Background: an optimization exercise with open tools, aiming at small area. Do not read the settings as production practice. RTL that was checked went through simulation tests only; none was proved equivalent to the original. For run 6, only the layout was checked, not whether the RTL still works. Power is estimated from default activity; no workload was simulated.

### flow/design.v
module serializer #(
    parameter integer in_bit_width = 512,
    parameter integer out_bit_width = 32
)
(
    input wire clk,
    input wire reset,
    input wire data_ready,
    output reg read_data,
    input wire [in_bit_width-1:0] data_in,
    output reg write_data,
    output reg [out_bit_width-1:0] data_out
);
localparam integer num_segments = in_bit_width / out_bit_width;
localparam integer seg_ctr_bw   = $clog2(num_segments);
localparam integer W = out_bit_width;
reg busy;
reg [seg_ctr_bw-1:0] seg_counter;
reg [in_bit_width-1:0] sreg;
wire last = &seg_counter;
wire load = !busy | last;
always @(posedge clk) begin
    if (reset) begin
        busy <= 1'b0;
        seg_counter <= 0;
    end
    else begin
        busy <= read_data | (busy & !last);
        seg_counter <= seg_counter + busy;
    end
end
always @(posedge clk) begin
    sreg[in_bit_width-1 -: W] <= data_in[in_bit_width-1 -: W];
    sreg[in_bit_width-W-1:0] <= load ? data_in[in_bit_width-W-1:0]
                                     : sreg[in_bit_width-1:W];
end
always @(*) begin
    read_data = data_ready & load;
    write_data = busy;
    data_out = sreg[W-1:0];
end
endmodule
module deserializer #(
    parameter integer in_bit_width = 32,
    parameter integer out_bit_width = 512
)
(
    input wire clk,
    input wire reset,
    input wire data_ready,
    output reg read_data,
    input wire [in_bit_width-1:0] data_in,
    output reg write_data,
    output reg [out_bit_width-1:0] data_out
);
localparam integer num_segments = out_bit_width / in_bit_width;
localparam integer seg_ctr_bw   = $clog2(num_segments);
localparam integer W = in_bit_width;
localparam integer SW = out_bit_width - W;    
reg active, word_done;
reg [seg_ctr_bw-1:0] seg_counter;
reg [SW-1:0] sreg;
reg [W-1:0] last_seg;
wire last = &seg_counter;
always @(posedge clk) begin
    if (reset) begin
        active <= 1'b0;
        word_done <= 1'b0;
        seg_counter <= 0;
    end
    else begin
        active <= active | data_ready;
        word_done <= read_data & last;
        seg_counter <= seg_counter + read_data;
    end
end
always @(posedge clk) begin
    if (read_data & !last)
        sreg <= {data_in, sreg[SW-1:W]};
    last_seg <= data_in;
end
always @(*) begin
    read_data = active & data_ready;
    write_data = word_done;
    data_out = {last_seg, sreg};
end
endmodule
module serdes (
    input  wire         clk,
    input  wire         reset,
    input  wire         ser_data_ready,
    output wire         ser_read_data,
    input  wire [511:0] ser_data_in,
    output wire         ser_write_data,
    output wire [31:0]  ser_data_out,
    input  wire         des_data_ready,
    output wire         des_read_data,
    input  wire [31:0]  des_data_in,
    output wire         des_write_data,
    output wire [511:0] des_data_out
);
serializer #(.in_bit_width(512), .out_bit_width(32)) ser_inst (
    .clk(clk),
    .reset(reset),
    .data_ready(ser_data_ready),
    .read_data(ser_read_data),
    .data_in(ser_data_in),
    .write_data(ser_write_data),
    .data_out(ser_data_out)
);
deserializer #(.in_bit_width(32), .out_bit_width(512)) des_inst (
    .clk(clk),
    .reset(reset),
    .data_ready(des_data_ready),
    .read_data(des_read_data),
    .data_in(des_data_in),
    .write_data(des_write_data),
    .data_out(des_data_out)
);
endmodule
### flow/constraint.sdc
create_clock -name core_clock -period 6.0 [get_ports {clk}]
set_input_delay 1.2000 -clock core_clock [delete_from_list [all_inputs] [get_ports {clk}]]
set_output_delay 1.2000 -clock core_clock [all_outputs]
set_load 0.01 [all_outputs]
### flow/run.sh
#!/bin/bash
# synth_recipe.tcl (not shown) runs the flow's synth.tcl, then flattens the netlist and writes it again
# the make line also repeats each setting of config.mk as NAME=value (left out here)
make -C /OpenROAD-flow-scripts/flow DESIGN_CONFIG=/design/flow/config.mk WORK_HOME=/design/flow/orfs CLKGATE_MAP_FILE= SYNTH_SCRIPT=/design/flow/synth_recipe.tcl finish
### flow/config.mk
export PLATFORM = sky130hd
export DESIGN_NAME = serdes
export DESIGN_NICKNAME = serdes
export VERILOG_FILES = /design/flow/design.v
export SDC_FILE = /design/flow/constraint.sdc
export NUM_CORES = 4
export LEC_CHECK = 0
export CAP_MARGIN = 20
export CORE_AREA = 10 10 330 330
export DIE_AREA = 0 0 340 340
export SLEW_MARGIN = 20
==> results of run 1 <==
==> area by class of cell <==
cell class | count | share of cell area
antenna | 21 | 0.00110
tap | 1368 | 0.0359
multi-input combinational | 507 | 0.118
clock buffer | 145 | 0.0620
inverter | 2 | 0.000157
clock inverter | 51 | 0.0142
sequential | 1035 | 0.535
timing repair buffer | 1111 | 0.233
==> logic make-up (layout without fill, tap and decap cells) <==
family | after synthesis | after routing
adder cells (fa/ha/maj) | 4 | 4
multiplexers | 480 | 480
AO/OA/AOI/OAI | 2 | 2
buffers and inverters | 88 | 1309
XOR/XNOR | 4 | 4
AND/OR/NAND/NOR | 17 | 17
other | 0 | 21
flip-flops | 1035 | 1035
==> metrics by stage <==
stage	power, uW	area [um2]	setup TNS, ns	hold slack [ns]
after CTS	16400	47600	0	0.438
after floorplan	8780	32400	-1323.92	0.433
after global routing	16700	47700	0	0.448
final	16200	47700	0	0.439
after detailed placement	9550	44000	0	0.431
after global placement	9520	44000	0	0.431
==> path summary, 6_finish.rpt <==
| check | from | end | slack [ns] | cells past startpoint |
|---|---|---|---|---|
| worst max register to register | ser_inst.busy | ser_inst.sreg[124] | 3.17 | 5 |
| worst min-delay path | des_inst.sreg[348] | des_inst.sreg[316] | 0.44 | 0 |
| worst min register to register | des_inst.sreg[348] | des_inst.sreg[316] | 0.44 | 0 |
| worst max-delay path | des_data_ready | des_read_data | 2.22 | 4 |
==> critical path, stage by stage <==
cell and delay (ns):
clkdlybuf4s50_1 0.61, nand2_8 0.08, inv_1 0.13, clkdlybuf4s50_1 0.56
==> cells in the mapped netlist (all sizes together) <==
master  instances
dfxtp         555
nand3           2
inv             2
clkbuf          1
nor2            6
nand4           1
mux2          480
xor2            2
nand2           1
a41oi           1
nor3            1
o21ba           1
edfxtp        480
buf            85
ha              4
xnor2           2
nor2b           6
==> flip-flops by register name, indices dropped and copies added (netlist names) <==
signal,count
des_inst.active,1
ser_inst.busy,1
des_inst.last_seg,32
ser_inst.seg_counter,4
des_inst.word_done,1
des_inst.seg_counter,4
des_inst.sreg,480
ser_inst.sreg,512
==> power by group <==
group / switching, uW / internal [uW] / leakage, uW
registers: 197 / 7860 / 0.00912
logic: 486 / 843 / 0.00631
clock network: 2770 / 4030 / 0.00179
==> per-layer routing <==
metal	vias up	GRT usage
met1	9103	0.205
met5	-	0
met2	835	0.353
li1	8216	-
met3	235	0.0851
met4	78	0.0562
==> metrics.cfg, run 1 <==
[logic_synthesis]
synth_nets=2182
synth_area_um2=32300
synthMuxAreaShare=0.167
yosysTopAreaCell=edfxtp_1
synth_compound_area_frac=0.00116
synth-simple-area-share=0.00263
synthTopCellsByArea=edfxtp_1 (45%), dfxtp_1 (34%), mux2_2 (17%)
synth_top_family_by_area=multiplexers
ys_types=19
ys_warn_count=2
synthAdderAreaFrac=0.00155
synth_top_area_share=0.446
synth_area_per_cell_um2=19.8
synth_xor_area_frac=0.00108
ys_ff_latch=1035
yosysSeqAreaShare=0.789
synth_cells=1630

[cts]
cts_resized=0
cts.sinks=1035
worstSkewPairLatency_ns=0.69
h-tree-depth=3
cts_buffer_depth=3
cts_buffers=105
ctsHoldBuffers=0
tritoncts=built
post-cts-setup-buffers=0
cts-root-buf=clkbuf_16
clk_pin_slew_worst_paths_ns=0.06

[routing]
top_layer_used=met5
wl_met3_um=11700
wl_per_cell_um=28.3
met1_length_um=42400
routed_wl_um=120000
remaining_drc_errors=0
drt-initial-drc-count=1127
antenna_left=0
firstDrtPassIters=5
drt-vias-per-instance=4.36
met2_length_um=62700
via_count=18500

[die]
pin_count=1096
die_w_um=340
die_h_um=340
row_count=117
core_area_um2=102000
dieArea_um2=116000
start_util=0.318

[timing]
slew_viol_final=0
skew_ns=0.0391
setup_viol=0
fmax_mhz=265
slew_headroom=0.337
finalHoldViolations=0
rsz0062_at_grt=no
period_minus_slack_ns=3.78
worst_slack_ns=2.22
worst-slew-pin-transition_ns=0.994
fin_crit_sh=0.630

[placed_design]
port_buffers=1095
detailedPlace.worstSlack_ns=2.23
gp_congestion=0.880
hpwl_um=97800
dp_cells=4023

[cells_and_area]
nets=3314
syn_to_final_growth_pct=47.5
multiInputGateArea_um2=5640
fin_cells=4240
fillers=8657
register_area_um2=25500
mostFrequentLayoutCell=clkdlybuf4s50_1
layout-drive-gt1-share=0.234
final_cell_mix=clkdlybuf4s50_1 (1,095), dfxtp_1 (555), mux2_2 (480), edfxtp_1 (480), clkbuf_16 (106)
utilization=0.469

[global_routing]
overflow=0
grt.total_usage=0.196
grt_pass1_vias=19200
grt_pass1_wl_um=159000
grt_max_degree=163
antenna_found_initial=79

[critical_path]
crit_type=input pin to output pin
worstPathArrival_ns=2.58
endpoint_kind=output pin
cp.required_ns=4.80
critPathLaunchType=input pin
cp_max_fo=3

[power]
leakagePower_uw=0.0172
power.density_nw_per_um2=339
ir_drop_uv=231

[run_status]
status=complete, no violations

[run]
cap_violations=0

[hold_path]
min_path_type=flop to flop

==> run 2: changes to the inputs <==
==> flow/flow/run.sh (new file) <==
#!/bin/bash
# Standard layout (standard.sh), with two changes: port buffers are buf_1,
# and the clock tree uses small leaf clusters of clkbuf_4 without dummy loads.
set -euo pipefail
export BUFFER_PORTS_ARGS="-buffer_cell sky130_fd_sc_hd__buf_1"
export CTS_ARGS="-sink_clustering_enable -repair_clock_nets -dont_use_dummy_load -buf_list sky130_fd_sc_hd__clkbuf_4 -root_buf sky130_fd_sc_hd__clkbuf_16 -tree_buf sky130_fd_sc_hd__clkbuf_8 -sink_clustering_size 10 -sink_clustering_max_diameter 35"
bash standard.sh > standard.log 2>&1
==> flow/standard.sh (new file) <==
#!/bin/bash
# synth_recipe.tcl (not shown) runs the flow's synth.tcl, then flattens the netlist and writes it again
# the make line also repeats each setting of config.mk as NAME=value (left out here)
make -C /OpenROAD-flow-scripts/flow DESIGN_CONFIG=/design/flow/config.mk WORK_HOME=/design/flow/orfs CLKGATE_MAP_FILE= SYNTH_SCRIPT=/design/flow/synth_recipe.tcl "${@:-finish}"
removed: flow/run.sh
==> metrics.cfg, run 2 <==
[run_status]
status=complete, no violations

[cells_and_area]
fin_area_um2=38500
register_area_um2=25500
syn_to_final_growth_pct=19.0
nets=3361
final_cell_mix=buf_1 (1,095), dfxtp_1 (555), mux2_2 (480), edfxtp_1 (480), clkbuf_4 (132)
top_register=ser_inst.sreg
mostFrequentLayoutCell=buf_1
fillers=9821
reg_top3=ser_inst.sreg (512), des_inst.sreg (480), des_inst.last_seg (32)
multiInputGateArea_um2=5640
largest_reg_flops=512
layout-drive-gt1-share=0.232

[hold_path]
min_path_type=flop to flop
min_from=ser_inst.sreg[48]

[global_routing]
grt.total_usage=0.183
grt_pass1_wl_um=149000
antenna_found_initial=58
grt_max_degree=166
overflow=0
grt_pass1_vias=18600

[timing]
finalHoldViolations=0
fin_crit_sh=0.550
slew_viol_final=0
period_minus_slack_ns=3.30
rsz0062_at_grt=no
setup_viol=0
slew_headroom=0.327
worst_slack_ns=2.70
worst-slew-pin-transition_ns=1.01
skew_ns=0.0944
fmax_mhz=303

[critical_path]
worstPathArrival_ns=2.10
cp.required_ns=4.80
cp_slowest_cell=a41oi_4
cp-startpoint=ser_inst.busy
r2r-start=ser_inst.busy
crit_type=flop to output pin
slowest_delay_ns=0.69
cp_cell_sequence=inv_1 > a41oi_4 > nor2b_1 > buf_1
critPathLaunchType=flop
endpoint_kind=output pin
cp_max_fo=22

[cts]
cts_buffers=149
cts_buffer_depth=3
cts-root-buf=clkbuf_16
worstSkewPairLatency_ns=0.68
post-cts-setup-buffers=0
cts_resized=0
clk_pin_slew_worst_paths_ns=0.10
cts.sinks=1035
h-tree-depth=4
tritoncts=built
ctsHoldBuffers=0

[logic_synthesis]
synth_edf_count=480
synth_top_flop_cell=dfxtp_1
yosysTopAreaCell=edfxtp_1
synth_area_um2=32300
synthArstFlopShare=0
synth_cells=1630
ys_types=19
yosysMostFrequentCell=dfxtp_1
synth_nets=2182
synthTopCellsByArea=edfxtp_1 (45%), dfxtp_1 (34%), mux2_2 (17%)
synth_area_per_cell_um2=19.8
ys_ff_latch=1035
ys_warn_count=2
yosys-top-cells-count=dfxtp_1 (555), edfxtp_1 (480), mux2_2 (480), buf_12 (40), buf_4 (32)
synth_top_area_share=0.446
yosysSeqAreaShare=0.789

[run]
cap_violations=0

[power]
switchingPower_uw=2860
internal_power_uw=9590
power.density_nw_per_um2=324
power_frac_comb=0.073
finalPower_uw=12400
switching_share=0.230
pwr-share-seq=0.647
clkPwrFrac=0.279
ir_drop_uv=190
leakagePower_uw=0.0132

[routing]
drt-vias-per-instance=4.38
via_count=18400
firstDrtPassIters=4
routed_wl_um=111000
drt-initial-drc-count=1255
wl_per_cell_um=26.6
antenna_left=0
remaining_drc_errors=0

[placed_design]
detailedPlace.worstSlack_ns=2.54
gp_congestion=0.876
placed_area_um2=37200
port_buffers=1095
hpwl_um=90600

[die]
core_area_um2=102000
dieArea_um2=116000
row_count=117
die_h_um=340
start_util=0.318
pin_count=1096
die_w_um=340

-- run 2: kinds of logic after synthesis --
kind of cell	share of synthesized area
AOI/OAI and AO/OA	0.00116
xor gates and xnor gates	0.00108
adders and majority gates	0.00155
buffers and inverters	0.0371
DFF	0.789
muxes	0.167
and+or+nand+nor	0.00263
-- run 2: cell type report --
class	count	area share
inverter	2	0.000195
tap	1368	0.0445
sequential	1035	0.664
clock buffer	149	0.0321
antenna	18	0.00117
timing repair buffer	1114	0.112
multi-input combinational	507	0.147
-- run 2: power groups by stage --
| stage | clock [uW] | sequential (uW) | combinational (uW) |
|---|---|---|---|
| 3_3_place_gp | 0 | 8210 | 911 |
| 2_1_floorplan | 0 | 8200 | 585 |
| 3_5_place_dp | 0 | 8220 | 920 |
| 6_report | 3480 | 8060 | 911 |
| 4_1_cts | 3640 | 8060 | 927 |
| 5_1_grt | 3900 | 8100 | 987 |
-- run 2: path summary, 6_finish.rpt --
path                       endpoint  slack [ns]  cells after the start
setup / recovery      ser_read_data        2.70                      4
hold / removal    ser_inst.sreg[16]        0.36                      1
setup reg to reg  ser_inst.sreg[24]        2.94                      5
hold reg to reg   ser_inst.sreg[16]        0.36                      1
-- run 2: metal layers --
metal / vias up / routed length [um] / track usage
li1: 8244 / - / -
met1: 8917 / 40900 / 0.203
met2: 921 / 57000 / 0.319
met3: 222 / 10500 / 0.0730
met4: 52 / 2640 / 0.0556
met5: - / 299 / 0
-- run 2: stage by stage --
step	hold WS, ns	setup TNS [ns]	util	instances
floorplan	0.433	-1323.92	-	1630
global placement	0.428	0	0.365	4026
detailed placement	0.430	0	0.365	4026
CTS	0.362	0	0.378	4175
global route	0.389	0	0.378	4185
finish	0.361	0	0.378	4193
-- run 2: critical path: cells and delay by family (launching register included) --
family,cells,cell delay (ns)
flops,1,0.37
simple gates,1,0.12
compound gates,1,0.69
buf+inv,2,0.24
==> run 3: changes to the inputs <==
--- a/flow/design.v
+++ b/flow/design.v
@@ -19,6 +19,7 @@
 reg [in_bit_width-1:0] sreg;
 wire last = &seg_counter;
 wire load = !busy | last;
+wire flip = !seg_counter[0] | last;
 always @(posedge clk) begin
     if (reset) begin
         busy <= 1'b0;
@@ -31,13 +32,13 @@
 end
 always @(posedge clk) begin
     sreg[in_bit_width-1 -: W] <= data_in[in_bit_width-1 -: W];
-    sreg[in_bit_width-W-1:0] <= load ? data_in[in_bit_width-W-1:0]
-                                     : sreg[in_bit_width-1:W];
+    sreg[in_bit_width-W-1:0] <= ~(load ? data_in[in_bit_width-W-1:0]
+                                       : sreg[in_bit_width-1:W]);
 end
 always @(*) begin
     read_data = data_ready & load;
     write_data = busy;
-    data_out = sreg[W-1:0];
+    data_out = sreg[W-1:0] ^ {W{flip}};
 end
 endmodule
 module deserializer #(
==> metrics.cfg, run 3 <==
[run_status]
status=complete, no violations

[die]
pin_count=1096
row_count=117
core_area_um2=102000
die_w_um=340
dieArea_um2=116000
die_h_um=340
start_util=0.307

[routing]
wl_per_cell_um=25.3
firstDrtPassIters=5
remaining_drc_errors=0
routed_wl_um=107000
drt-initial-drc-count=1369
via_count=18300
drt-vias-per-instance=4.33
antenna_left=0

[cts]
worstSkewPairLatency_ns=0.67
cts_buffers=154
h-tree-depth=4
tritoncts=built
cts_buffer_depth=3
cts-root-buf=clkbuf_16
ctsHoldBuffers=0
post-cts-setup-buffers=0
clk_pin_slew_worst_paths_ns=0.09
cts.sinks=1035
cts_resized=0

[timing]
fmax_mhz=276
setup_viol=0
slew_viol_final=0
worst_slack_ns=2.38
tns_ns=0
finalHoldViolations=0
period_minus_slack_ns=3.62
slew_headroom=0.349
worst-slew-pin-transition_ns=0.977
fin_crit_sh=0.604
skew_ns=0.0890
rsz0062_at_grt=no

[cells_and_area]
multiInputGateArea_um2=5320
mostFrequentLayoutCell=buf_1
register_area_um2=25500
largest_reg_flops=512
layout-drive-gt1-share=0.0615
final_cell_mix=buf_1 (1,095), dfxtp_1 (555), mux2i_1 (480), edfxtp_1 (480), clkbuf_4 (137)
reg_top3=ser_inst.sreg (512), des_inst.sreg (480), des_inst.last_seg (32)
nets=3399
fillers=9863
utilization=0.375
syn_to_final_growth_pct=22.2
top_register=ser_inst.sreg

[critical_path]
crit_type=flop to output pin
endpoint_kind=output pin
cp.depth=4
r2r_end=ser_inst.sreg[89]
path_delay_family=simple AND/OR/NAND/NOR gates
cp_slowest_cell=nand2_4
slowest_delay_ns=0.72
critical_path_buf_inv_count=1
r2r_setup_slack_ns=2.75
r2r_cells=5
worstPathArrival_ns=2.42
cp.required_ns=4.80
critPathLaunchType=flop
cp_max_fo=56
r2r-start=ser_inst.seg_counter[1]
cp_cell_sequence=nand4_1 > nand2_4 > and2_1 > buf_1

[global_routing]
grt_pass1_vias=18500
met2_usage=0.284
top_usage_layer=met2
antenna_found_initial=36
grt_use_met3=0.0671
overflow=0
grt.total_usage=0.175
use_met1=0.212
grt_max_degree=125
grt_pass1_wl_um=144000

[logic_synthesis]
ys_warn_count=2
yosysMostFrequentCell=dfxtp_1
yosysTopAreaCell=edfxtp_1
yosys-top-cells-count=dfxtp_1 (555), edfxtp_1 (480), mux2i_1 (480), buf_4 (40), xor2_1 (34)
synth_area_um2=31300
synth_cells=1636
synth_edf_count=480
synthArstFlopShare=0
synth_top_area_share=0.461
yosysSeqAreaShare=0.817
synthTopCellsByArea=edfxtp_1 (46%), dfxtp_1 (36%), mux2i_1 (15%)
ys_types=19
synth_top_flop_cell=dfxtp_1
synth_area_per_cell_um2=19.1
synth_nets=2188
ys_ff_latch=1035

[power]
leakagePower_uw=0.0150
power.density_nw_per_um2=328
ir_drop_uv=192

[hold_path]
hold_path_depth=1
min_from=ser_inst.sreg[261]
worstHoldEndpoint=ser_inst.sreg[229]
min_path_type=flop to flop

[placed_design]
gp_congestion=0.910
detailedPlace.worstSlack_ns=2.65
port_buffers=1095
hpwl_um=86200

[run]
cap_violations=0

[run 3: cell count changes after synthesis, moves of 6 or more]
| cell | delta |
|---|---|
| buf_4 | +8 |
| xor2_1 | +32 |
| mux2_2 | -480 |
| buf_2 | +6 |
| mux2i_1 | +480 |
| buf_12 | -40 |
[run 3: final cells by class]
cell class,count,area share
Inverter,1,0.0000983
Tap cell,1368,0.0448
Timing Repair Buffer,1112,0.113
Antenna cell,21,0.00138
Clock buffer,154,0.0334
Multi-Input combinational cell,543,0.139
Sequential cell,1035,0.668
[run 3: cells by family after synthesis]
logic type | synth area share
adders and majority gates | 0.00160
AOI/OAI and AO/OA | 0.000160
and+or+nand+nor | 0.00344
buffers and inverters | 0.0144
muxes | 0.154
xor gates and xnor gates | 0.0101
DFF | 0.817
[run 3: per-layer routing]
layer	wire (um)	up-vias
met5	159	-
met4	3010	24
met3	9440	187
met2	51800	842
met1	42700	8919
li1	-	8373
[run 3: worst max-delay path by stage]
stage,to,slack [ns],startpoint
2_1_floorplan,des_inst.sreg[0],-2.76,des_data_ready
4_1_cts,ser_read_data,2.22,ser_inst.seg_counter[1]
5_1_grt,ser_read_data,2.16,ser_inst.seg_counter[1]
3_5_place_dp,des_inst.sreg[457],2.65,des_data_ready
6_report,ser_read_data,2.38,ser_inst.seg_counter[1]
3_3_place_gp,des_inst.sreg[397],2.65,des_data_ready
[run 3: stage by stage]
step	instances	instance area [um2]	power, uW	hold WS, ns
after floorplan	1636	31300	8700	0.387
after global placement	4059	36900	9160	0.388
after detailed placement	4059	36900	9170	0.392
after CTS	4213	38100	12700	0.335
after global routing	4230	38200	13100	0.346
final	4234	38200	12500	0.343
[run 3: where the power goes]
part	total (uW)	switching, uW	internal, uW
Sequential	8100	237	7860
Combinational	906	528	379
Clock	3540	2210	1330
==> run 4: changes to the inputs <==
--- a/flow/design.v
+++ b/flow/design.v
@@ -14,29 +14,36 @@
 localparam integer num_segments = in_bit_width / out_bit_width;
 localparam integer seg_ctr_bw   = $clog2(num_segments);
 localparam integer W = out_bit_width;
+localparam integer SW = in_bit_width - W;
 reg busy;
 reg [seg_ctr_bw-1:0] seg_counter;
+reg ld, ld_n;                        
 reg [in_bit_width-1:0] sreg;
 wire last = &seg_counter;
-wire load = !busy | last;
+wire busy_next = read_data | (busy & !last);
+wire [seg_ctr_bw-1:0] seg_counter_next = seg_counter + busy;
+wire ld_next = !busy_next | (&seg_counter_next);
 wire flip = !seg_counter[0] | last;
 always @(posedge clk) begin
     if (reset) begin
         busy <= 1'b0;
         seg_counter <= 0;
+        ld <= 1'b1;
+        ld_n <= 1'b0;
     end
     else begin
-        busy <= read_data | (busy & !last);
-        seg_counter <= seg_counter + busy;
+        busy <= busy_next;
+        seg_counter <= seg_counter_next;
+        ld <= ld_next;
+        ld_n <= !ld_next;
     end
 end
 always @(posedge clk) begin
     sreg[in_bit_width-1 -: W] <= data_in[in_bit_width-1 -: W];
-    sreg[in_bit_width-W-1:0] <= ~(load ? data_in[in_bit_width-W-1:0]
-                                       : sreg[in_bit_width-1:W]);
+    sreg[SW-1:0] <= ~(({SW{ld}} | sreg[in_bit_width-1:W]) & ({SW{ld_n}} | data_in[SW-1:0]));
 end
 always @(*) begin
-    read_data = data_ready & load;
+    read_data = data_ready & ld;
     write_data = busy;
     data_out = sreg[W-1:0] ^ {W{flip}};
 end
@@ -59,25 +66,30 @@
 localparam integer W = in_bit_width;
 localparam integer SW = out_bit_width - W;    
 reg active, word_done;
+reg shift, shift_n;
 reg [seg_ctr_bw-1:0] seg_counter;
 reg [SW-1:0] sreg;
 reg [W-1:0] last_seg;
 wire last = &seg_counter;
+wire shift_next = read_data & !last;
 always @(posedge clk) begin
     if (reset) begin
         active <= 1'b0;
         word_done <= 1'b0;
         seg_counter <= 0;
+        shift <= 1'b0;
+        shift_n <= 1'b1;
     end
     else begin
         active <= active | data_ready;
         word_done <= read_data & last;
         seg_counter <= seg_counter + read_data;
+        shift <= shift_next;
+        shift_n <= !shift_next;
     end
 end
 always @(posedge clk) begin
-    if (read_data & !last)
-        sreg <= {data_in, sreg[SW-1:W]};
+    sreg <= ({SW{shift}} & {last_seg, sreg[SW-1:W]}) | ({SW{shift_n}} & sreg);
     last_seg <= data_in;
 end
 always @(*) begin
==> metrics.cfg, run 4 <==
[run_status]
status=complete, no violations

[cells_and_area]
fin_cells=4709
utilization=0.352
reg_top3=ser_inst.sreg (512), des_inst.sreg (480), des_inst.last_seg (32)
multiInputGateArea_um2=7730
final_cell_mix=buf_1 (1,095), dfxtp_1 (1,035), a22o_1 (480), o22ai_1 (480), clkbuf_4 (134)
largest_reg_flops=512
fillers=10300
layout-drive-gt1-share=0.0528
mostFrequentLayoutCell=buf_1
top_register=ser_inst.sreg
register_area_um2=20800
syn_to_final_growth_pct=21.1
nets=3885

[timing]
rsz0062_at_grt=no
slew_headroom=0.246
setup_viol=0
skew_ns=0.0856
period_minus_slack_ns=3.31
slew_viol_final=0
tns_ns=0
worst-slew-pin-transition_ns=1.13
fin_crit_sh=0.552
finalHoldViolations=0
fmax_mhz=302

[cts]
tritoncts=built
cts.sinks=1039
cts_buffer_depth=3
ctsHoldBuffers=0
post-cts-setup-buffers=0
clk_pin_slew_worst_paths_ns=0.10
h-tree-depth=4
cts_resized=0
cts-root-buf=clkbuf_16
cts_buffers=151
worstSkewPairLatency_ns=0.68

[logic_synthesis]
yosys-top-cells-count=dfxtp_1 (1,039), a22o_1 (480), o22ai_1 (480), buf_2 (143), clkbuf_1 (59)
synth_nets=2837
synth_area_um2=29600
yosysTopAreaCell=dfxtp_1
synth_area_per_cell_um2=13.0
yosysMostFrequentCell=dfxtp_1
synthArstFlopShare=0
synth_top_area_share=0.703
ys_ff_latch=1039
ys_types=26
synthTopCellsByArea=dfxtp_1 (70%), a22o_1 (14%), o22ai_1 (10%)
synth_edf_count=0
synth_top_flop_cell=dfxtp_1
yosysSeqAreaShare=0.703
synth_cells=2285
ys_warn_count=2

[run]
cap_violations=0

[routing]
routed_wl_um=113000
remaining_drc_errors=0
antenna_left=0
wl_per_cell_um=24.0
drt-initial-drc-count=1770
via_count=23000
drt-vias-per-instance=4.88
firstDrtPassIters=5

[critical_path]
worstPathArrival_ns=2.11
cp.required_ns=4.80
cp_max_fo=32
critPathLaunchType=flop
endpoint_kind=output pin
crit_type=flop to output pin

[global_routing]
overflow=0
grt_pass1_wl_um=158000
grt_max_degree=228
antenna_found_initial=13
grt_pass1_vias=21900
grt.total_usage=0.182

[placed_design]
port_buffers=1095
gp_congestion=0.894
hpwl_um=86400
dp_cells=4548

[die]
pin_count=1096
core_area_um2=102000
row_count=117
die_w_um=340
dieArea_um2=116000
die_h_um=340
start_util=0.291

[power]
leakagePower_uw=0.0134
ir_drop_uv=236
finalPower_uw=13300
power.density_nw_per_um2=372

[hold_path]
min_path_type=flop to flop

-- run 4: cell count changes after synthesis, moves of 4 or more --
cell / previous run / this run
dfxtp_1: 555 / 1039
o22ai_1: 0 / 480
mux2i_1: 480 / 0
buf_6: 10 / 1
clkbuf_1: 1 / 59
a22o_1: 0 / 480
buf_2: 6 / 143
buf_4: 40 / 1
buf_12: 0 / 4
buf_1: 0 / 10
edfxtp_1: 480 / 0
-- run 4: critical path, stage by stage, from the launching register on --
cell and delay (ns):
dfxtp_1 0.36, and3_4 0.20, nand2b_4 0.48, xor2_1 0.21, buf_1 0.18
-- run 4: metrics by stage --
| step | setup slack [ns] | hold slack (ns) | area (um2) |
|---|---|---|---|
| 3_3_place_gp | 3.16 | 0.399 | 34600 |
| 4_1_cts | 2.58 | 0.333 | 35800 |
| 3_5_place_dp | 3.14 | 0.405 | 34600 |
| 5_1_grt | 2.51 | 0.350 | 35800 |
| 6_report | 2.69 | 0.339 | 35800 |
| 2_1_floorplan | 3.44 | 0.399 | 29600 |
-- run 4: path summary, 6_finish.rpt --
kind / start / slack [ns] / endpoint / depth (start not counted)
min reg2reg: ser_inst.sreg[217] / 0.34 / ser_inst.sreg[185] / 1
max reg2reg: ser_inst.ld / 3.43 / ser_inst.sreg[459] / 3
min: ser_inst.sreg[217] / 0.34 / ser_inst.sreg[185] / 1
max: ser_inst.seg_counter[1] / 2.69 / ser_data_out[13] / 4
-- run 4: layer usage --
layer | global-route usage | wire length (um) | up-vias
met5 | 0 | 26 | -
met4 | 0.0685 | 3590 | 4
met3 | 0.0581 | 8500 | 178
met2 | 0.284 | 52100 | 922
met1 | 0.234 | 48800 | 11000
li1 | - | - | 10800
-- run 4: cell families (layout without fill, tap and decap cells) --
kind of cell,count (synthesis),after routing,synth area share
buffers and inverters,220,1266,0.0365
adder cells (fa/ha/maj),4,4,0.00169
AND/OR/NAND/NOR,22,22,0.00401
XOR/XNOR,36,36,0.0106
other,0,10,0
flip-flops,1039,1039,0.703
AO/OA/AOI/OAI,964,964,0.245
-- run 4: layout make-up --
type | instances | share of cell area
antenna | 10 | 0.000698
inverter | 2 | 0.000209
timing repair buffer | 1113 | 0.120
multi-input combinational | 1026 | 0.216
sequential | 1039 | 0.581
clock buffer | 151 | 0.0349
tap | 1368 | 0.0478
-- run 4: report_power, final --
part           internal [uW]  total [uW]  switching [uW]
Clock                   1300        3520            2210
Combinational            658        1590             928
Sequential              7670        8240             572
==> run 5: changes to the inputs <==
==> flow/flow/run.sh (replaced) <==
#!/bin/bash
# Standard layout (standard.sh), with two changes: port buffers are buf_1,
# and the clock tree uses leaf clusters of up to 10 flip-flops, each driven
# by a clkbuf_4, without dummy loads.
set -euo pipefail
export BUFFER_PORTS_ARGS="-buffer_cell sky130_fd_sc_hd__buf_1"
export CTS_ARGS="-sink_clustering_enable -repair_clock_nets -dont_use_dummy_load -buf_list sky130_fd_sc_hd__clkbuf_4 -root_buf sky130_fd_sc_hd__clkbuf_16 -tree_buf sky130_fd_sc_hd__clkbuf_16 -sink_clustering_size 10 -sink_clustering_max_diameter 60"
bash standard.sh > standard.log 2>&1
==> metrics.cfg, run 5 <==
[run]
cap_violations=0

[routing]
drt-vias-per-instance=4.87
routed_wl_um=113000
drt-initial-drc-count=1746
antenna_left=0
via_count=22800
firstDrtPassIters=5
wl_per_cell_um=24.0
remaining_drc_errors=0

[die]
pin_count=1096
die_w_um=340
dieArea_um2=116000
die_h_um=340
row_count=117
start_util=0.291
core_area_um2=102000

[cells_and_area]
fillers=10300
mostFrequentLayoutCell=buf_1
final_cell_mix=buf_1 (1,095), dfxtp_1 (1,035), a22o_1 (480), o22ai_1 (480), clkbuf_4 (107)
nets=3850
utilization=0.350
top_register=ser_inst.sreg
largest_reg_flops=512
layout-drive-gt1-share=0.0428
register_area_um2=20800
reg_top3=ser_inst.sreg (512), des_inst.sreg (480), des_inst.last_seg (32)
syn_to_final_growth_pct=20.4
multiInputGateArea_um2=7730

[timing]
slew_headroom=0.226
tns_ns=0
period_minus_slack_ns=3.32
finalHoldViolations=0
rsz0062_at_grt=no
setup_viol=0
slew_viol_final=0
fin_crit_sh=0.554
fmax_mhz=301
skew_ns=0.0678
worst-slew-pin-transition_ns=1.16

[logic_synthesis]
synth_top_area_share=0.703
yosysSeqAreaShare=0.703
synthArstFlopShare=0
ys_ff_latch=1039
synth_area_per_cell_um2=13.0
synth_area_um2=29600
yosysMostFrequentCell=dfxtp_1
synth_cells=2285
ys_warn_count=2
yosys-top-cells-count=dfxtp_1 (1,039), a22o_1 (480), o22ai_1 (480), buf_2 (143), clkbuf_1 (59)
synth_edf_count=0
yosysTopAreaCell=dfxtp_1
ys_types=26
synth_top_flop_cell=dfxtp_1
synthTopCellsByArea=dfxtp_1 (70%), a22o_1 (14%), o22ai_1 (10%)
synth_nets=2837

[global_routing]
grt.total_usage=0.180
grt_max_degree=228
grt_pass1_vias=21800
use_met1=0.232
top_usage_layer=met2
antenna_found_initial=28
grt_pass1_wl_um=156000
overflow=0
met2_usage=0.275
grt_use_met3=0.0572

[cts]
tritoncts=built
clk_pin_slew_worst_paths_ns=0.10
h-tree-depth=3
cts_resized=0
cts_buffer_depth=3
cts_buffers=116
worstSkewPairLatency_ns=0.64
ctsHoldBuffers=0
cts.sinks=1039
post-cts-setup-buffers=0
cts-root-buf=clkbuf_16

[critical_path]
crit_type=flop to output pin
r2r_cells=3
cp_max_fo=32
critPathLaunchType=flop
cp_cell_sequence=and3_4 > nand2b_4 > xor2_1 > buf_1
endpoint_kind=output pin
cp.required_ns=4.80
cp-startpoint=ser_inst.seg_counter[2]
worstPathArrival_ns=2.12
cp_slowest_cell=nand2b_4
r2r-start=ser_inst.ld
slowest_delay_ns=0.49

[placed_design]
gp_congestion=0.894
port_buffers=1095
hpwl_um=86400

[run_status]
status=complete, no violations

[power]
leakagePower_uw=0.0132
power.density_nw_per_um2=367
ir_drop_uv=212

[hold_path]
min_path_type=flop to flop
hold_path_depth=1
min_from=ser_inst.sreg[196]

run 5: cell counts after synthesis:
Identical to the previous run, type by type.
run 5: worst max-delay path: cells and delay by family (launching register included):
family / cells / cell delay (ns)
simple gates: 2 / 0.68
flops: 1 / 0.37
xor+xnor: 1 / 0.21
buf+inv: 1 / 0.18
run 5: power by group:
group / total, uW / internal (uW) / switching [uW]
combinational: 1590 / 658 / 932
clock: 3250 / 1100 / 2140
sequential: 8240 / 7670 / 573
total: 13100 / 9430 / 3650
run 5: metrics by stage:
step / power [uW] / setup slack [ns] / std cells / cell area [um2] / hold slack, ns
after floorplan: 9090 / 3.44 / 2285 / 29600 / 0.399
after global placement: 9960 / 3.16 / 4548 / 34600 / 0.399
after detailed placement: 9990 / 3.14 / 4548 / 34600 / 0.405
after CTS: 13200 / 2.59 / 4664 / 35600 / 0.367
after global routing: 13700 / 2.50 / 4687 / 35700 / 0.382
final: 13100 / 2.68 / 4688 / 35700 / 0.371
run 5: final timing paths:
| path | end | slack (ns) |
|---|---|---|
| max | ser_data_out[15] | 2.68 |
| min | ser_inst.sreg[164] | 0.37 |
| max reg2reg | ser_inst.sreg[459] | 3.45 |
| min reg2reg | ser_inst.sreg[164] | 0.37 |
run 5: logic make-up (layout without fill, tap and decap cells):
group,count (synthesis),in the layout,share of synthesized area
DFF,1039,1039,0.703
AOI/OAI and AO/OA,964,964,0.245
buffers and inverters,220,1231,0.0365
xor gates and xnor gates,36,36,0.0106
and+or+nand+nor,22,22,0.00401
adders and majority gates,4,4,0.00169
other,0,24,0
run 5: layout make-up:
cell class	instances	share of cell area
flip-flops and latches	1039	0.584
multi-input cells	1026	0.217
repair buffers	1113	0.121
well taps	1368	0.0480
clock buffers	116	0.0288
diodes	24	0.00168
inverters	2	0.000211
run 5: routing by layer:
layer  share of wire  vias to the layer above  wire, um
met1            0.43                    11000     48800
met3           0.073                      200      8240
li1                -                    10800         -
met2            0.46                      902     51400
met4           0.036                        2      4040
met5         0.00015                        -        17
==> run 6: changes to the inputs <==
==> flow/design.v (replaced) <==
module serializer #(
    parameter integer in_bit_width = 512,
    parameter integer out_bit_width = 32
)
(
    input wire clk,
    input wire reset,
    input wire data_ready,
    output reg read_data,
    input wire [in_bit_width-1:0] data_in,
    output reg write_data,
    output reg [out_bit_width-1:0] data_out
);
localparam integer num_segments = in_bit_width / out_bit_width;
localparam integer seg_ctr_bw   = $clog2(num_segments);
localparam IDLE = 1'b0, BUSY = 1'b1;
reg current_state, next_state;
reg [in_bit_width-1:0] buffer;                       
reg [seg_ctr_bw-1:0] seg_counter;                    
reg [seg_ctr_bw-1:0] seg_counter_q;                  
wire seg_ctr_all_ones;                               
assign seg_ctr_all_ones = &seg_counter;              
reg [out_bit_width-1:0] out_buffer [num_segments]; 
genvar i;
generate
    for (i = 1; i <= num_segments; i++) begin
        assign out_buffer[i-1] = buffer[out_bit_width*i - 1: out_bit_width * (i-1)];
    end
endgenerate
always @(*) begin
	case (current_state)
		IDLE: begin
			next_state = data_ready ? BUSY : IDLE; 
		end
		BUSY: begin
			next_state = seg_ctr_all_ones ? (data_ready ? BUSY : IDLE) : BUSY;
		end
		default:
			next_state = IDLE;
	endcase
end
always @(posedge clk) begin
    if (reset) begin
        current_state <= IDLE;
        buffer <= 0;
        seg_counter <= 0;
    end
    else begin
        current_state <= next_state;
        buffer <= read_data ? data_in : buffer;
        seg_counter <= seg_counter_q;
    end
end
always @ (*) begin
    read_data = (!current_state & data_ready) | (seg_ctr_all_ones & data_ready);
    write_data = current_state;
    seg_counter_q = current_state ? (seg_counter + current_state) : 0; 
    data_out = out_buffer[seg_counter];
end
endmodule
module deserializer #(
    parameter integer in_bit_width = 32,
    parameter integer out_bit_width = 512
)
(
    input wire clk,
    input wire reset,
    input wire data_ready,
    output reg read_data,
    input wire [in_bit_width-1:0] data_in,
    output reg write_data,
    output reg [out_bit_width-1:0] data_out
);
localparam integer num_segments = out_bit_width / in_bit_width;
localparam integer seg_ctr_bw   = $clog2(num_segments);
localparam IDLE = 1'b0, BUSY = 1'b1;
reg current_state, next_state, word_done;
wire [out_bit_width-1:0] buffer;                    
reg [seg_ctr_bw-1:0] seg_counter;                    
reg [seg_ctr_bw-1:0] seg_counter_q;                  
wire seg_ctr_all_ones;                               
assign seg_ctr_all_ones = &seg_counter;              
wire seg_ctr_all_zeros;
assign seg_ctr_all_zeros = !(|seg_counter);
reg [in_bit_width-1:0] in_buffer [num_segments]; 
genvar i;
generate
    for (i = 1; i <= num_segments; i++) begin
        assign buffer[in_bit_width*i - 1: in_bit_width * (i-1)] = in_buffer[i-1];
    end
endgenerate
always @(*) begin
	case (current_state)
		IDLE: begin
			next_state = data_ready ? BUSY : IDLE; 
		end
		BUSY: begin
			next_state = BUSY;
		end
		default:
			next_state = IDLE;
	endcase
end
always @(posedge clk) begin
    if (reset) begin
        current_state <= IDLE;
        word_done <= 1'b0;
        for (int j = 0; j < num_segments; j++) begin
            in_buffer[j] <= 0;
        end
        seg_counter <= 0;
    end
    else begin
        current_state <= next_state;
        word_done <= read_data & seg_ctr_all_ones;
        in_buffer[seg_counter] <= read_data ? data_in : in_buffer[seg_counter];
        seg_counter <= seg_counter_q;
    end
end
always @ (*) begin
    read_data = current_state & data_ready;
    write_data = word_done;
    seg_counter_q = current_state ? (seg_counter + read_data) : 0; 
    data_out = buffer;
end
endmodule
module serdes (
    input  wire         clk,
    input  wire         reset,
    input  wire         ser_data_ready,
    output wire         ser_read_data,
    input  wire [511:0] ser_data_in,
    output wire         ser_write_data,
    output wire [31:0]  ser_data_out,
    input  wire         des_data_ready,
    output wire         des_read_data,
    input  wire [31:0]  des_data_in,
    output wire         des_write_data,
    output wire [511:0] des_data_out
);
serializer #(.in_bit_width(512), .out_bit_width(32)) ser_inst (
    .clk(clk),
    .reset(reset),
    .data_ready(ser_data_ready),
    .read_data(ser_read_data),
    .data_in(ser_data_in),
    .write_data(ser_write_data),
    .data_out(ser_data_out)
);
deserializer #(.in_bit_width(32), .out_bit_width(512)) des_inst (
    .clk(clk),
    .reset(reset),
    .data_ready(des_data_ready),
    .read_data(des_read_data),
    .data_in(des_data_in),
    .write_data(des_write_data),
    .data_out(des_data_out)
);
endmodule
==> flow/run.sh (new file) <==
#!/bin/bash
# synth_recipe.tcl (not shown) runs the flow's synth.tcl, then flattens the netlist and writes it again
# the make line also repeats each setting of config.mk as NAME=value (left out here)
make -C /OpenROAD-flow-scripts/flow DESIGN_CONFIG=/design/flow/config.mk WORK_HOME=/design/flow/orfs CLKGATE_MAP_FILE= SYNTH_SCRIPT=/design/flow/synth_recipe.tcl finish
removed: flow/flow/run.sh
removed: flow/standard.sh
==> metrics.cfg, run 6 <==
[cts]
worstSkewPairLatency_ns=0.71
tritoncts=built
h-tree-depth=3
cts.sinks=1035
clk_pin_slew_worst_paths_ns=0.06
ctsHoldBuffers=0
cts_resized=0
cts_buffers=108
post-cts-setup-buffers=0
cts-root-buf=clkbuf_16
cts_buffer_depth=3

[routing]
wl_per_cell_um=31.2
drt-vias-per-instance=5.46
via_count=35200
remaining_drc_errors=0
routed_wl_um=201000
firstDrtPassIters=6
antenna_left=0
drt-initial-drc-count=3961

[cells_and_area]
mostFrequentLayoutCell=clkdlybuf4s50_1
layout-drive-gt1-share=0.0542
nets=5497
fillers=8977
final_cell_mix=clkdlybuf4s50_1 (1,093), nand2_1 (1,052), a21oi_1 (561)
fin_area_um2=56500
utilization=0.555
syn_to_final_growth_pct=38.0
reg_top3=des_inst.in_buffer (512), ser_inst.buffer (512)

[critical_path]
r2r_cells=8
slowest_delay_ns=0.72
r2r_end=ser_inst.buffer[186]
endpoint_kind=output pin
cp_max_fo=15
crit_type=flop to output pin
r2r-start=ser_inst.seg_counter[1]
cp.required_ns=4.80
critPathLaunchType=flop
cp_cell_sequence=buf_4 > and2_1 > buf_4 > a22oi_1 > o221ai_1 > o32a_1 > clkdlybuf4s50_1
cp_common_cell=buf_4
r2r_setup_slack_ns=1.82
cp_slowest_cell=dfxtp_1
worstPathArrival_ns=4.41

[logic_synthesis]
ys_types=48
yosysSeqAreaShare=0.631
synth_area_per_cell_um2=10.2
synth_top_flop_cell=dfxtp_1
synth_edf_count=512
synthArstFlopShare=0
synth_top_area_share=0.376
yosysMostFrequentCell=nand2_1
ys_warn_count=19
ys_ff_latch=1035
yosysTopAreaCell=edfxtp_1
synth_nets=4568
synthTopCellsByArea=edfxtp_1 (38%), dfxtp_1 (26%), nand2_1 (9.6%)
synth_area_um2=40900
yosys-top-cells-count=nand2_1 (1,052), a21oi_1 (561), dfxtp_1 (523), and2_1 (517), edfxtp_1 (512)
synth_cells=4016

[power]
power.density_nw_per_um2=292
leakagePower_uw=0.0201
ir_drop_uv=201

[run_status]
status=complete, no violations

[global_routing]
antenna_found_initial=55
grt_max_degree=261
overflow=0
grt_pass1_vias=33300
grt_pass1_wl_um=273000
grt.total_usage=0.331

[hold_path]
hold_path_depth=2
min_path_type=flop to flop
min_from=ser_inst.buffer[41]
worstHoldEndpoint=ser_inst.buffer[41]

[run]
cap_violations=0

[timing]
fin_crit_sh=0.934
period_minus_slack_ns=5.61
tns_ns=0
rsz0062_at_grt=no
worst_slack_ns=0.395
worst-slew-pin-transition_ns=1.15
slew_headroom=0.232
whs_ns=0.454
setup_viol=0
fmax_mhz=178
slew_viol_final=0
skew_ns=0.0195
finalHoldViolations=0

[placed_design]
detailedPlace.worstSlack_ns=1.25
port_buffers=1095
placed_area_um2=52800
hpwl_um=151000
gp_congestion=0.995

[die]
pin_count=1096
row_count=117
core_area_um2=102000
die_h_um=340
die_w_um=340
start_util=0.402
dieArea_um2=116000

-- run 6: cell count changes in the layout (fill, tap and decap cells not counted), moves of 41 or more --
cell and change:
a21oi_1 +560, a22o_1 -474, a22oi_1 +94, and2_1 +516, buf_1 -1095, clkbuf_16 +102, clkbuf_4 -106, clkdlybuf4s50_1 +1093
dfxtp_1 -515, edfxtp_1 +512, mux2i_1 +56, nand2_1 +1048, nor2_1 +41, o22ai_1 -454
-- run 6: metrics by stage --
stage / instances / power [uW]
2_1_floorplan: 4016 / 8620
3_3_place_gp: 6201 / 9820
3_5_place_dp: 6201 / 9820
4_1_cts: 6404 / 16500
5_1_grt: 6440 / 16900
6_report: 6443 / 16500
-- run 6: layout make-up --
cell class	instances	area, um2	share of cell area
Antenna cell	37	92.6	0.00164
Clock buffer	157	3140	0.0555
Clock inverter	46	420	0.00744
Inverter	10	45.0	0.000797
Multi-Input combinational cell	2640	13800	0.244
Sequential cell	1035	25900	0.457
Tap cell	1368	1710	0.0303
Timing Repair Buffer	1150	11400	0.202
-- run 6: worst max-delay path by stage --
stage                       startpoint                        to  slack (ns)  cells after the start
2_1_floorplan                    reset  des_inst.in_buffer[0][0]        3.02                      6
3_3_place_gp   ser_inst.seg_counter[3]          ser_data_out[27]        1.27                      7
3_5_place_dp   ser_inst.seg_counter[3]          ser_data_out[27]        1.25                      7
4_1_cts        ser_inst.seg_counter[3]          ser_data_out[27]        0.47                      7
5_1_grt        ser_inst.seg_counter[3]          ser_data_out[27]        0.45                      7
6_report       ser_inst.seg_counter[3]          ser_data_out[27]        0.39                      7
-- run 6: routing by layer --
layer  global-route usage  up-vias  routed length (um)
li1                     -    15600                   -
met3               0.0837      395               17700
met1                0.383    17200               73400
met4                0.194       30               12000
met2                0.553     1935               97900
met5                    0        -                 209
-- run 6: critical path, delay by kind of cell (launching register included) --
kind	cells	cell delay, ns
flip-flops	1	0.72
AND/OR/NAND/NOR	1	0.61
AO/OA/AOI/OAI	3	1.03
buffers and inverters	3	1.33
-- run 6: report_power, final --
part | switching (uW) | internal, uW
logic | 956 | 767
registers | 228 | 7730
clock network | 2940 | 3850
-- run 6: logic make-up (layout without fill, tap and decap cells) --
kind of cell,after synthesis,after routing,share of synthesized area
muxes,59,59,0.0148
xor gates and xnor gates,4,4,0.000856
and+or+nand+nor,1716,1716,0.194
adders and majority gates,4,4,0.00122
AOI/OAI and AO/OA,857,857,0.124
buffers and inverters,341,1363,0.0339
other,0,37,0
DFF,1035,1035,0.631

==> re-timing with driven ports <==
The flow's constraints put no driver on any port. The routed layouts listed below were extracted and timed again, unchanged, in two steps.
Step 1 assumes that a clkbuf_16 drives the clock port and a buf_2 every other input.
Step 2 adds t to the input delays and takes it off the output delays; t is the mean of the earliest and latest rising clock arrival at the registers after step 1. Input paths then give back, and output paths get back, about the clock's delay inside the block.
a / b / c = ideal ports / drivers / drivers and shift; a / b = the first two.
run | t, ns | setup WS [ns] | hold WS [ns] | clock arrival spread, ns | worst register clock-pin slew, ns
run 1 | 0.742 | 2.221 / 2.191 / 2.191 | 0.439 / 0.439 / 0.439 | 0.044 / 0.044 | 0.06 / 0.06
run 2 | 0.704 | 2.702 / 2.632 / 2.480 | 0.361 / 0.361 / 0.361 | 0.114 / 0.115 | 0.11 / 0.11
run 3 | 0.713 | 2.375 / 2.303 / 2.627 | 0.343 / 0.343 / 0.343 | 0.114 / 0.115 | 0.11 / 0.11
run 4 | 0.711 | 2.691 / 2.619 / 3.113 | 0.339 / 0.339 / 0.339 | 0.118 / 0.118 | 0.11 / 0.11
run 5 | 0.672 | 2.679 / 2.611 / 3.113 | 0.371 / 0.371 / 0.371 | 0.075 / 0.075 | 0.11 / 0.11
run 6 | 0.768 | 0.395 / 0.326 / 1.094 | 0.454 / 0.454 / 0.454 | 0.029 / 0.029 | 0.07 / 0.07
After both steps every run listed still meets setup and hold. For run 2, which loses most, drivers alone change the setup slack by -0.070 ns; drivers and shift together by -0.222 ns.
